Context: an optimization exercise on an open-source flow, tuned for small area, a short achievable clock period and few clock cycles. The choices shown serve that exercise and are no tape-out recipe. The RTL was checked by simulation tests, not by an equivalence proof against the original design.

==> run A: inputs <==
==> flow/design.v <==
`timescale 1ns/100ps
module pipeline ( 
                 clock,
                 reset,
                 mem2proc_response,
                 mem2proc_data,
                 mem2proc_tag,
                 proc2mem_command,
                 proc2mem_addr,
                 proc2mem_data,
                 pipeline_completed_insts,
                 pipeline_error_status,
                 pipeline_commit_wr_data,
                 pipeline_commit_wr_idx,
                 pipeline_commit_wr_en,
                 pipeline_commit_NPC
                );
  input         clock;
  input         reset;
  input  [3:0]  mem2proc_response;
  input  [63:0] mem2proc_data;
  input  [3:0]  mem2proc_tag;
  output [1:0]  proc2mem_command;
  output [63:0] proc2mem_addr;
  output [63:0] proc2mem_data;
  output [3:0]  pipeline_completed_insts;
  output [3:0]  pipeline_error_status;
  output [4:0]  pipeline_commit_wr_idx;
  output [63:0] pipeline_commit_wr_data;
  output        pipeline_commit_wr_en;
  output [63:0] pipeline_commit_NPC;
  reg  [16:2] f_pc;
  reg  [63:0] f_s;
  reg         f_vc;         
  reg         f_halted;
  reg  [16:2] ras0, ras1;
  reg         rv0, rv1;
  reg         d_v;
  reg  [31:0] d_ir;
  reg  [16:2] d_npc;
  reg  [16:2] d_tgt;        
  reg         x_v;
  reg  [63:0] x_a, x_b;
  reg  [15:0] x_imm;
  reg  [16:2] x_npc;
  reg  [16:2] x_tgt;
  reg   [4:0] x_dst;
  reg         x_we;
  reg         x_ld, x_st, x_lda, x_bc, x_pt, x_jmp, x_link, x_halt, x_mul;
  reg         x_sub, x_cmp, x_logic, x_shift;
  reg   [2:0] x_cf;      
  reg   [1:0] x_lf;      
  reg         x_linv;    
  reg         x_sll, x_sra;
  reg         m_prev;
  reg         m_first;
  reg         w_v;
  reg         w_we;
  reg         w_halt;
  reg   [4:0] w_idx;
  reg  [63:0] w_data;
  reg  [16:2] w_npc;
  wire  [5:0] d_op   = d_ir[31:26];
  wire  [4:0] d_ra   = d_ir[25:21];
  wire  [4:0] d_rb   = d_ir[20:16];
  wire  [4:0] d_rc   = d_ir[4:0];
  wire  [6:0] d_fn   = d_ir[11:5];
  wire        d_lit  = d_ir[12];
  wire d_opr   = (d_op[5:2] == 4'b0100);          
  wire d_inta  = d_opr & (d_op[1:0] == 2'b00);
  wire d_intl  = d_opr & (d_op[1:0] == 2'b01);
  wire d_ints  = d_opr & (d_op[1:0] == 2'b10);
  wire d_intm  = d_opr & (d_op[1:0] == 2'b11);
  wire d_lda   = (d_op == 6'h08);
  wire d_ldq   = (d_op == 6'h29);
  wire d_stq   = (d_op == 6'h2d);
  wire d_jsr   = (d_op == 6'h1a);
  wire d_brs   = (d_op == 6'h30) | (d_op == 6'h34);
  wire d_bcnd  = (d_op[5:3] == 3'b111);
  wire d_halt  = (d_ir == 32'h0000_0555);
  wire d_isub  = d_inta & (d_fn[3:0] != 4'h0);    
  wire d_icmp  = d_inta & (d_fn[3:0] == 4'hd);
  wire  [4:0] d_dst  = d_opr ? d_rc :
                       (d_lda | d_ldq | d_jsr | d_brs) ? d_ra : 5'd31;
  wire        d_pt   = d_bcnd & d_ir[20] & ~d_tgt[16];    
  wire        d_call = (d_op == 6'h34) | (d_jsr & d_ir[14]);
  wire        d_ret  = d_jsr & (d_ir[15:14] == 2'b10);
  wire        d_rp   = d_ret & rv0 & ~ras0[16];           
  wire [63:0] rf_a, rf_b;
  wire [63:0] x_result;
  wire        rf_we;
  regfile regf_0 (.clock(clock),
                  .rda_idx(d_ra), .rda_out(rf_a),
                  .rdb_idx(d_rb), .rdb_out(rf_b),
                  .wr_en(rf_we), .wr_idx(x_dst), .wr_data(x_result));
  wire [63:0] d_a = (x_v & x_we & (x_dst == d_ra)) ? x_result : rf_a;
  wire [63:0] d_b = d_lit & d_opr ? {56'd0, d_ir[20:13]} :
                    (x_v & x_we & (x_dst == d_rb)) ? x_result : rf_b;
  wire [2:0] bd0 = {x_b[1], x_b[0], m_prev};
  wire [2:0] bd1 = {x_b[3], x_b[2], x_b[1]};
  wire b0_one = bd0[1] ^ bd0[0];
  wire b0_two = (bd0 == 3'b011) | (bd0 == 3'b100);
  wire b0_neg = bd0[2] & ~(bd0[1] & bd0[0]);
  wire b1_one = bd1[1] ^ bd1[0];
  wire b1_two = (bd1 == 3'b011) | (bd1 == 3'b100);
  wire b1_neg = bd1[2] & ~(bd1[1] & bd1[0]);
  wire [63:0] pp0 = (({64{b0_one}} & x_a) | ({64{b0_two}} & {x_a[62:0], 1'b0})) ^ {64{b0_neg}};
  wire [63:0] pp1 = ({({62{b1_one}} & x_a[61:0]) | ({62{b1_two}} & {x_a[60:0], 1'b0}), 2'b00})
                    ^ {64{b1_neg}};
  wire [63:0] acc   = w_data & {64{~m_first}};
  wire [63:0] csa_s = acc ^ pp0 ^ pp1;
  wire [63:0] csa_c = {(acc[62:0] & pp0[62:0]) | (acc[62:0] & pp1[62:0]) |
                       (pp0[62:0] & pp1[62:0]), b0_neg};
  wire m_last = (x_b[63:3] == 61'd0) | (x_b[63:3] == {61{1'b1}});
  wire x_busy = x_v & x_mul & ~m_last;
  wire [63:0] ad_a  = x_mul ? csa_s : x_a;
  wire [63:0] ad_b  = x_mul ? csa_c : (x_b ^ {64{x_sub}});
  wire        ad_ci = x_mul ? b1_neg : x_sub;
  wire [64:0] ad_s  = {1'b0, ad_a} + {1'b0, ad_b} + {64'd0, ad_ci};
  wire [63:0] sum   = ad_s[63:0];
  wire        eq  = (sum == 64'd0);
  wire        ult = ~ad_s[64];
  wire        slt = (x_a[63] ^ x_b[63]) ? x_a[63] : ult;
  wire        cmp = (x_cf[0] & eq) | (x_cf[1] & (x_cf[2] ? slt : ult));
  wire [63:0] lb   = x_b ^ {64{x_linv}};
  wire [63:0] lres = (x_lf == 2'd0) ? (x_a & lb) :
                     (x_lf == 2'd1) ? (x_a | lb) : (x_a ^ lb);
  wire        sh_fill = x_sra & x_a[63];
  reg  [63:0] sh_v, sres;
  integer k;
  always @* begin
    for (k = 0; k < 64; k = k + 1) sh_v[k] = x_sll ? x_a[63-k] : x_a[k];
    if (x_b[0]) sh_v = {{ 1{sh_fill}}, sh_v[63: 1]};
    if (x_b[1]) sh_v = {{ 2{sh_fill}}, sh_v[63: 2]};
    if (x_b[2]) sh_v = {{ 4{sh_fill}}, sh_v[63: 4]};
    if (x_b[3]) sh_v = {{ 8{sh_fill}}, sh_v[63: 8]};
    if (x_b[4]) sh_v = {{16{sh_fill}}, sh_v[63:16]};
    if (x_b[5]) sh_v = {{32{sh_fill}}, sh_v[63:32]};
    for (k = 0; k < 64; k = k + 1) sres[k] = x_sll ? sh_v[63-k] : sh_v[k];
  end
  wire [63:0] maddr = x_b + {{48{x_imm[15]}}, x_imm};
  wire [63:0] alu_out = x_logic ? lres :
                        x_shift ? sres :
                        x_cmp   ? {63'd0, cmp} : sum;
  assign x_result = x_ld   ? mem2proc_data :
                    x_lda  ? maddr :
                    x_link ? {47'd0, x_npc, 2'b00} : alu_out;
  assign rf_we = x_v & x_we & ~x_busy;
  wire a_zero = (x_a == 64'd0);
  reg  bcond;
  always @* begin
    case (x_cf[1:0])
      2'b00: bcond = ~x_a[0];
      2'b01: bcond = a_zero;
      2'b10: bcond = x_a[63];
      2'b11: bcond = x_a[63] | a_zero;
    endcase
    if (x_cf[2]) bcond = ~bcond;
  end
  wire        x_mem   = x_v & (x_ld | x_st);
  wire        j_hit   = x_pt & (x_b[15:2] == x_tgt[15:2]) & (x_b[63:16] == 48'd0);
  wire        x_redir = x_v & ((x_bc & (bcond != x_pt)) | (x_jmp & ~j_hit));
  wire [16:2] x_rtgt  = x_jmp ? {(x_b[63:16] != 48'd0), x_b[15:2]} :
                        bcond ? x_tgt : x_npc;
  wire        d_adv    = ~x_busy;
  wire        d_redir  = d_v & (d_brs | d_pt | d_rp) & ~x_redir & d_adv;
  wire        redir    = x_redir | d_redir;
  wire [16:2] d_ptgt   = d_ret ? ras0 : d_tgt;
  wire [16:2] fa       = x_redir ? x_rtgt : d_redir ? d_ptgt : f_pc;
  wire        hit      = ~redir & f_vc;
  wire        f_allow  = x_redir | ~((d_v & d_halt) | f_halted);
  wire        want     = d_adv & f_allow;
  wire        dem      = want & ~hit & ~x_mem;
  wire        deliver  = want & (hit | ~x_mem);
  wire        pref     = (~want & f_allow & ~f_vc | want & hit & fa[2]) & ~x_mem;
  wire [16:3] pcw      = f_pc[16:3];
  wire [16:3] fword    = redir ? fa[16:3] : f_vc ? pcw + 14'd1 : pcw;
  wire        f_bus    = dem | pref;
  wire [63:0] f_slot   = f_s;
  wire [31:0] f_inst   = hit ? (fa[2] ? f_slot[63:32] : f_slot[31:0]) :
                               (fa[2] ? mem2proc_data[63:32] : mem2proc_data[31:0]);
  wire [16:2] fa_inc   = fa + 15'd1;
  wire [21:0] f_t22    = {7'b0, fa_inc} + {f_inst[20], f_inst[20:0]};
  wire [16:2] f_tgt    = {(f_t22[21:14] != 8'd0), f_t22[13:0]};
  wire [16:3] st_w     = {(maddr[63:16] != 48'd0), maddr[15:3]};
  wire [16:3] faw      = fa[16:3];
  wire        st_c     = x_v & x_st & (st_w == faw);
  wire        st_n     = x_v & x_st & (st_w == faw + 14'd1);
  wire        cvalid   = ((~redir & f_vc & ~pref) | dem | (pref & ~f_vc)) & ~st_c;
  wire        nvalid   = (pref & f_vc) & ~st_n;
  wire        f_next_w = deliver & fa[2];
  assign proc2mem_command = x_mem ? (x_st ? 2'h2 : 2'h1) : 2'h1;
  assign proc2mem_addr    = x_mem ? maddr : {47'd0, fword, 3'b000};
  assign proc2mem_data    = x_a;
  assign pipeline_completed_insts = {3'b0, w_v};
  assign pipeline_error_status = (w_v & w_halt) ? 4'h2 :
                                 (mem2proc_response == 4'h0) ? 4'h1 :
                                 4'h0;
  assign pipeline_commit_wr_idx  = w_idx;
  assign pipeline_commit_wr_data = w_data;
  assign pipeline_commit_wr_en   = w_we;
  assign pipeline_commit_NPC     = {47'd0, w_npc, 2'b00};
  always @(posedge clock) begin
    if (reset) begin
      f_pc     <= 15'd0;
      f_vc     <= 1'b0;
      f_halted <= 1'b0;
      rv0      <= 1'b0;
      rv1      <= 1'b0;
      d_v      <= 1'b0;
      x_v      <= 1'b0;
      w_v      <= 1'b0;
    end else begin
      f_pc <= deliver ? fa_inc : fa;
      f_vc <= f_next_w ? nvalid : cvalid;
      if (d_adv & d_v & ~x_redir) begin
        if (d_call) begin
          rv0 <= 1'b1; rv1 <= rv0;
        end else if (d_ret) begin
          rv0 <= rv1; rv1 <= 1'b0;
        end
      end
      if (d_adv) begin
        d_v <= deliver;
        x_v <= d_v & ~x_redir;
        if (d_v & d_halt & ~x_redir)
          f_halted <= 1'b1;
      end
      w_v <= x_v & ~x_busy;
    end
  end
  always @(posedge clock) begin
    if (f_bus) f_s <= mem2proc_data;
    if (deliver) begin
      d_ir  <= f_inst;
      d_npc <= fa_inc;
      d_tgt <= f_tgt;
    end
    if (d_adv & d_v & ~x_redir) begin
      if (d_call) begin
        ras0 <= d_npc; ras1 <= ras0;
      end else if (d_ret) begin
        ras0 <= ras1;
      end
    end
    m_first <= d_adv;
    if (d_adv) begin
      x_a     <= d_a;
      x_b     <= d_b;
      x_imm   <= d_ir[15:0];
      x_npc   <= d_npc;
      x_tgt   <= d_ptgt;
      x_dst   <= d_dst;
      x_we    <= (d_dst != 5'd31);
      x_ld    <= d_ldq;
      x_st    <= d_stq;
      x_lda   <= d_lda;
      x_bc    <= d_bcnd;
      x_pt    <= d_pt | d_rp;
      x_jmp   <= d_jsr;
      x_link  <= d_jsr | d_brs;
      x_halt  <= d_halt;
      x_mul   <= d_intm;
      x_sub   <= d_isub;
      x_cmp   <= d_icmp;
      x_logic <= d_intl;
      x_shift <= d_ints;
      x_cf    <= d_bcnd ? d_ir[28:26] : {d_fn[6], d_fn[6] | d_fn[4], d_fn[5]};
      x_lf    <= d_fn[6] ? 2'd2 : d_fn[5] ? 2'd1 : 2'd0;
      x_linv  <= d_fn[3];
      x_sll   <= (d_fn[3:0] == 4'h9);
      x_sra   <= (d_fn[3:0] == 4'hc);
      m_prev  <= 1'b0;
    end else begin
      x_a    <= {x_a[59:0], 4'b0};
      x_b    <= {{4{x_b[63]}}, x_b[63:4]};
      m_prev <= x_b[3];
    end
    w_we   <= x_we;
    w_idx  <= x_dst;
    w_data <= x_result;
    w_npc  <= x_npc;
    w_halt <= x_halt;
  end
endmodule
`timescale 1ns/100ps
module regfile(clock, rda_idx, rda_out, rdb_idx, rdb_out, wr_en, wr_idx, wr_data);
  input         clock;
  input   [4:0] rda_idx, rdb_idx, wr_idx;
  input         wr_en;
  input  [63:0] wr_data;
  output [63:0] rda_out, rdb_out;
  reg    [63:0] registers [0:30];
  reg    [63:0] rda_out, rdb_out;
  integer i;
  always @* begin
    rda_out = 64'd0;
    rdb_out = 64'd0;
    for (i = 0; i < 31; i = i + 1) begin
      rda_out = rda_out | ({64{rda_idx == i}} & registers[i]);
      rdb_out = rdb_out | ({64{rdb_idx == i}} & registers[i]);
    end
  end
  always @(posedge clock)
    if (wr_en && wr_idx != 5'd31)
      registers[wr_idx] <= wr_data;
endmodule
==> flow/flow/run.sh <==
#!/bin/bash
# The standard layout (the standard.sh: standard synthesis, floorplan, placement, CTS,
# routing) with two changes to how ORFS optimises it:
#  - repair_timing is asked for a setup slack margin of 9.6 ns, so that it sizes and
#    buffers the logic for a shorter achieved period;
#  - the port buffers that global placement inserts on every input and output are
#    sky130_fd_sc_hd__buf_4 instead of the default delay buffer.
# The SDC, the clock period and every other setting are the standard flow's. The full make output goes
# to standard.log here; ORFS keeps each step's own log under orfs/logs.
set -euo pipefail
bash standard.sh SETUP_SLACK_MARGIN=9.6 "BUFFER_PORTS_ARGS=-buffer_cell sky130_fd_sc_hd__buf_4" finish > standard.log 2>&1
==> flow/standard.sh <==
#!/bin/bash
# synth_recipe.tcl (not shown) runs the flow's synth.tcl, then flattens the netlist and writes it again
# the make line also repeats each setting of config.mk as NAME=value (left out here)
make -C /OpenROAD-flow-scripts/flow DESIGN_CONFIG=/design/flow/config.mk WORK_HOME=/design/flow/orfs CLKGATE_MAP_FILE= SYNTH_SCRIPT=/design/flow/synth_recipe.tcl "${@:-finish}"
==> flow/config.mk <==
export PLATFORM = sky130hd
export DESIGN_NAME = pipeline
export DESIGN_NICKNAME = pipeline
export VERILOG_FILES = /design/flow/design.v
export SDC_FILE = /design/flow/constraint.sdc
export NUM_CORES = 4
export LEC_CHECK = 0
export CAP_MARGIN = 20
export CORE_MARGIN = 2
export CORE_UTILIZATION = 45
export CTS_CLUSTER_DIAMETER = 180
export CTS_CLUSTER_SIZE = 18
export SLEW_MARGIN = 20
==> flow/constraint.sdc <==
create_clock -name core_clock -period 17.0 [get_ports {clock}]
set_input_delay 3.4000 -clock core_clock [delete_from_list [all_inputs] [get_ports {clock}]]
set_output_delay 3.4000 -clock core_clock [all_outputs]
set_load 0.01 [all_outputs]
==> inputs of run K, as changes to run A <==
--- a/flow/design.v
+++ b/flow/design.v
@@ -139,5 +139,9 @@
     for (k = 0; k < 64; k = k + 1) sres[k] = x_sll ? sh_v[63-k] : sh_v[k];
   end
-  wire [63:0] maddr = x_b + {{48{x_imm[15]}}, x_imm};
+  wire [16:0] ma_lo = {1'b0, x_b[15:0]} + {1'b0, x_imm};
+  wire [47:0] ma_up = x_b[63:16] + 48'd1;
+  wire [47:0] ma_dn = x_b[63:16] - 48'd1;
+  wire [63:0] maddr = {(ma_lo[16] & ~x_imm[15]) ? ma_up :
+                       (~ma_lo[16] & x_imm[15]) ? ma_dn : x_b[63:16], ma_lo[15:0]};
   wire [63:0] alu_out = x_logic ? lres :
                         x_shift ? sres :
- CORE_UTILIZATION: 45 -> 50
==> results.txt <==
Run K completed, yet does not pass: capacitance limit, slew limit. Run A passed the timing, design-rule and antenna checks.
Of run A and run K, run A has the higher critical path depth (gap 1).
In run A the final cell count is larger than in run K, by 5.0%.
Synthesized cell count: run A is larger than run K (about 3%).
Against run A, the clock skew of run K is higher by 39 ps.
==> figures <==
Final setup skew: run K 123 ps; run A 84.2 ps
Result of the run: run K failed layout checks; run A no timing/DRC/antenna violations
Reasons for failing layout checks: run K capacitance limit, slew limit; run A -
Starting Density: run K 50.2%; run A 45.1%
Filler cells: run K 20600; run A 24400
Post-synthesis average cell area: run K 12.0 µm²; run A 11.9 µm²
Final weighted congestion in routability-driven placement: run K 1.08; run A 1.08
Total detailed-routing wirelength: run K 753000 µm; run A 739000 µm
Testbench counts of run A, summed over its fixed seeds: cycles 130,316.
Testbench counts of run K, summed over its fixed seeds: cycles 130,316.

port drivers added, routing unchanged:
Ports are ideal in the flow. The routed layouts listed here were re-timed in OpenROAD.
Step 1 assumes that a clkbuf_16 drives the clock port and a buf_2 every other input.
Step 2 moves the port delays by t, midway between the first and last clock arrival at a register: inputs arrive t later, outputs are due t later. That takes back most of the time a late clock gives input paths.
Slacks: ideal / step 1 / step 2; pairs: ideal / step 1.
run	t, ns	setup WS [ns]	worst hold slack (ns)	pins driven straight from the clock port
run A	0.987	9.069 / 8.957 / 9.260	0.352 / 0.352 / 0.352	1
run K	0.964	9.152 / 9.051 / 9.190	0.357 / 0.357 / 0.357	1
